From an optimization exercise on the open Yosys and OpenROAD flow, aimed at small area, a short achievable clock period and few clock cycles per item; shortcuts taken in it are not production practice.
Where RTL was checked, it was by simulation tests only, not by an equivalence proof against the original.
No activity file was given, so power comes from the tool's default toggle rates.

Setup of run a:
Design atanh, start of the top module:
module atanh (
  input                     clk,
  input                     rstn,
  input                     trig,
  input  signed       [8:0] tanha,
  output logic              vld,
  output logic signed [8:0] a2_latch
);
Size: roughly 400 cells after synthesis, ~10 flip-flops, roughly 22 I/O pins, ~2200 um2 of cells after synthesis.
clock: 7.5 ns
lec_check: 0
abc_area: 1
cap_margin: 20
core_margin: 2
core_utilization: 40
place_density: 0.6
slew_margin: 20
standard.sh (not shown) runs the stock make flow with config.mk's settings and CLKGATE_MAP_FILE= SYNTH_SCRIPT=/design/flow/synth_recipe.tcl, a recipe that flattens the netlist after the stock synthesis.
==> flow/flow/run.sh <==
#!/bin/bash
# Standard layout, with plain buffers (buf_2) on the ports.
bash standard.sh BUFFER_PORTS_ARGS="-buffer_cell sky130_fd_sc_hd__buf_2" finish > standard.log 2>&1
Run a reached the end of the flow, and the finished layout is clean on the timing, DRC and antenna checks.
What run b does differently from run a at the input level:
diff --git a/flow/design.v b/flow/design.v
--- a/flow/design.v
+++ b/flow/design.v
@@ -1,21 +1,27 @@
 module atanh (
   input                     clk,
   input                     rstn,
   input                     trig,
   input  signed       [8:0] tanha,
   output logic              vld,
   output logic signed [8:0] a2_latch
 );
   wire        s = tanha[8];
   wire  [7:0] l = tanha[7:0];
-  wire  [7:0] m = (l ^ {8{s}}) + {7'd0, s};   
+  wire  [7:0] below;                          
+  assign below[0] = 1'b0;
+  genvar i;
+  for (i = 1; i < 8; i = i + 1) begin : g_below
+    assign below[i] = |l[i-1:0];
+  end
+  wire  [7:0] m = l ^ ({8{s}} & below);
   wire        z = ~|l;                        
   wire  [0:7] mr = m;                         
   wire  [0:7] gr;                             
   wire  [7:0] g = gr;
   logic [8:0] a2;
   wire nnew_n17, nnew_n18, nnew_n19, nnew_n20, nnew_n22, nnew_n23, nnew_n25, nnew_n26, nnew_n27, nnew_n28, nnew_n29, nnew_n30, nnew_n31, nnew_n32, nnew_n33, nnew_n34, nnew_n35, nnew_n36, nnew_n37, nnew_n38, nnew_n39, nnew_n40, nnew_n41, nnew_n42, nnew_n43, nnew_n44, nnew_n45, nnew_n46, nnew_n47, nnew_n48, nnew_n49, nnew_n50, nnew_n51, nnew_n52, nnew_n53, nnew_n54, nnew_n55, nnew_n56, nnew_n57, nnew_n58, nnew_n59, nnew_n60, nnew_n61, nnew_n62, nnew_n63, nnew_n64, nnew_n65, nnew_n66, nnew_n67, nnew_n68, nnew_n69, nnew_n70, nnew_n71, nnew_n72, nnew_n73, nnew_n74, nnew_n75, nnew_n76, nnew_n77, nnew_n78, nnew_n79, nnew_n80, nnew_n81, nnew_n82, nnew_n83, nnew_n84, nnew_n85, nnew_n86, nnew_n87, nnew_n88, nnew_n89, nnew_n90, nnew_n91, nnew_n92, nnew_n93, nnew_n94, nnew_n95, nnew_n96, nnew_n97, nnew_n98, nnew_n99, nnew_n100, nnew_n101, nnew_n102, nnew_n103, nnew_n104, nnew_n105, nnew_n106, nnew_n107, nnew_n108, nnew_n109, nnew_n110, nnew_n111, nnew_n112, nnew_n113, nnew_n114, nnew_n115, nnew_n116, nnew_n117, nnew_n118, nnew_n119, nnew_n120, nnew_n121, nnew_n122, nnew_n123, nnew_n124, nnew_n125, nnew_n126, nnew_n127, nnew_n128, nnew_n129, nnew_n130, nnew_n131, nnew_n132, nnew_n133, nnew_n134, nnew_n135, nnew_n136, nnew_n137, nnew_n138, nnew_n139, nnew_n140, nnew_n141, nnew_n142, nnew_n143, nnew_n144, nnew_n145, nnew_n146, nnew_n147, nnew_n148, nnew_n149, nnew_n150, nnew_n151, nnew_n152, nnew_n153, nnew_n154, nnew_n155, nnew_n156, nnew_n157, nnew_n158, nnew_n159, nnew_n160, nnew_n161, nnew_n162, nnew_n163, nnew_n164, nnew_n165, nnew_n166, nnew_n167, nnew_n168, nnew_n169, nnew_n170, nnew_n171, nnew_n172, nnew_n173, nnew_n174, nnew_n175, nnew_n176, nnew_n177, nnew_n178, nnew_n179, nnew_n180, nnew_n181, nnew_n182, nnew_n183, nnew_n184, nnew_n185, nnew_n186, nnew_n187, nnew_n188, nnew_n189, nnew_n190, nnew_n191, nnew_n192, nnew_n193, nnew_n194, nnew_n195, nnew_n197, nnew_n198, nnew_n199, nnew_n200, nnew_n201, nnew_n202, nnew_n203, nnew_n204, nnew_n205, nnew_n206, nnew_n207, nnew_n208, nnew_n209, nnew_n210, nnew_n211, nnew_n212, nnew_n213, nnew_n214, nnew_n216, nnew_n217, nnew_n218, nnew_n219, nnew_n220, nnew_n221, nnew_n222, nnew_n223, nnew_n224, nnew_n225, nnew_n227, nnew_n228, nnew_n229, nnew_n230, nnew_n231, nnew_n232, nnew_n233, nnew_n234, nnew_n235, nnew_n236, nnew_n237, nnew_n238, nnew_n239, nnew_n240, nnew_n241, nnew_n242, nnew_n243, nnew_n244, nnew_n245, nnew_n246, nnew_n247, nnew_n248, nnew_n249, nnew_n250, nnew_n251, nnew_n252, nnew_n253, nnew_n255, nnew_n256, nnew_n257, nnew_n258, nnew_n259, nnew_n260, nnew_n261, nnew_n262, nnew_n263, nnew_n264, nnew_n265, nnew_n266, nnew_n268, nnew_n269, nnew_n270, nnew_n271, nnew_n272, nnew_n273, nnew_n274, nnew_n275, nnew_n276, nnew_n277, nnew_n278, nnew_n279, nnew_n280, nnew_n281, nnew_n282, nnew_n283, nnew_n284, nnew_n285, nnew_n286, nnew_n287, nnew_n288, nnew_n289, nnew_n290, nnew_n291, nnew_n292, nnew_n293, nnew_n294, nnew_n295, nnew_n296, nnew_n297, nnew_n298, nnew_n299, nnew_n300, nnew_n301, nnew_n302, nnew_n303, nnew_n304, nnew_n305, nnew_n306, nnew_n307, nnew_n308, nnew_n309, nnew_n310, nnew_n311, nnew_n312, nnew_n313, nnew_n314, nnew_n315, nnew_n316, nnew_n317, nnew_n318, nnew_n319, nnew_n320, nnew_n321, nnew_n322, nnew_n323, nnew_n324, nnew_n325, nnew_n326, nnew_n327, nnew_n328, nnew_n329, nnew_n330;
   assign nnew_n17 = mr[0] & ~mr[1];
   assign nnew_n18 = ~mr[3] & ~mr[4];
   assign nnew_n19 = mr[2] & ~nnew_n18;
   assign nnew_n20 = nnew_n17 & ~nnew_n19;
Results
Going from run a to run b, worst hold slack held steady; switching share of power went down 4.0 points; share of synthesized cell area in full adder, half adder and majority cells decreased 2.8 points; met1 track utilization from global routing lost 1.1 points; post-route standard cell area excluding fillers went down about 2%.
All of run a and run b finish clean.
Relative to run a, floorplan die width decreased by 0.59% in run b.
Testbench counts of run b, summed over its fixed seeds: cycles 2,048, ops 2,048.
Function not checked in run a: the RTL went through the layout flow alone.

what the ideal ports hide:
The flow's constraints put no driver on any port. The routed layouts listed below were extracted and timed again, unchanged, in two steps. Step 1 (the two cells are an assumption about what drives the block):
set clk [get_ports {clk}]
set_driving_cell -lib_cell sky130_fd_sc_hd__clkbuf_16 $clk
set_driving_cell -lib_cell sky130_fd_sc_hd__buf_2 [delete_from_list [all_inputs] $clk]
Step 2 moves the port delays by t, midway between the first and last clock arrival at a register: inputs arrive t later, outputs are due t later. That takes back most of the time a late clock gives input paths. a / b / c = no drivers / after step 1 / after step 2; a / b = the first two.
| run | t (ns) | slack for setup (ns) | worst setup path after step 2 |
|---|---|---|---|
| run a | 0.257 | 1.978 / 1.978 / 1.721 | input to register |
| run b | 0.247 | 3.073 / 3.079 / 2.832 | input to register |
After both steps every run listed still meets setup and hold. For run a, which loses most, drivers alone change the setup slack by 0.000 ns; drivers and shift together by -0.257 ns.
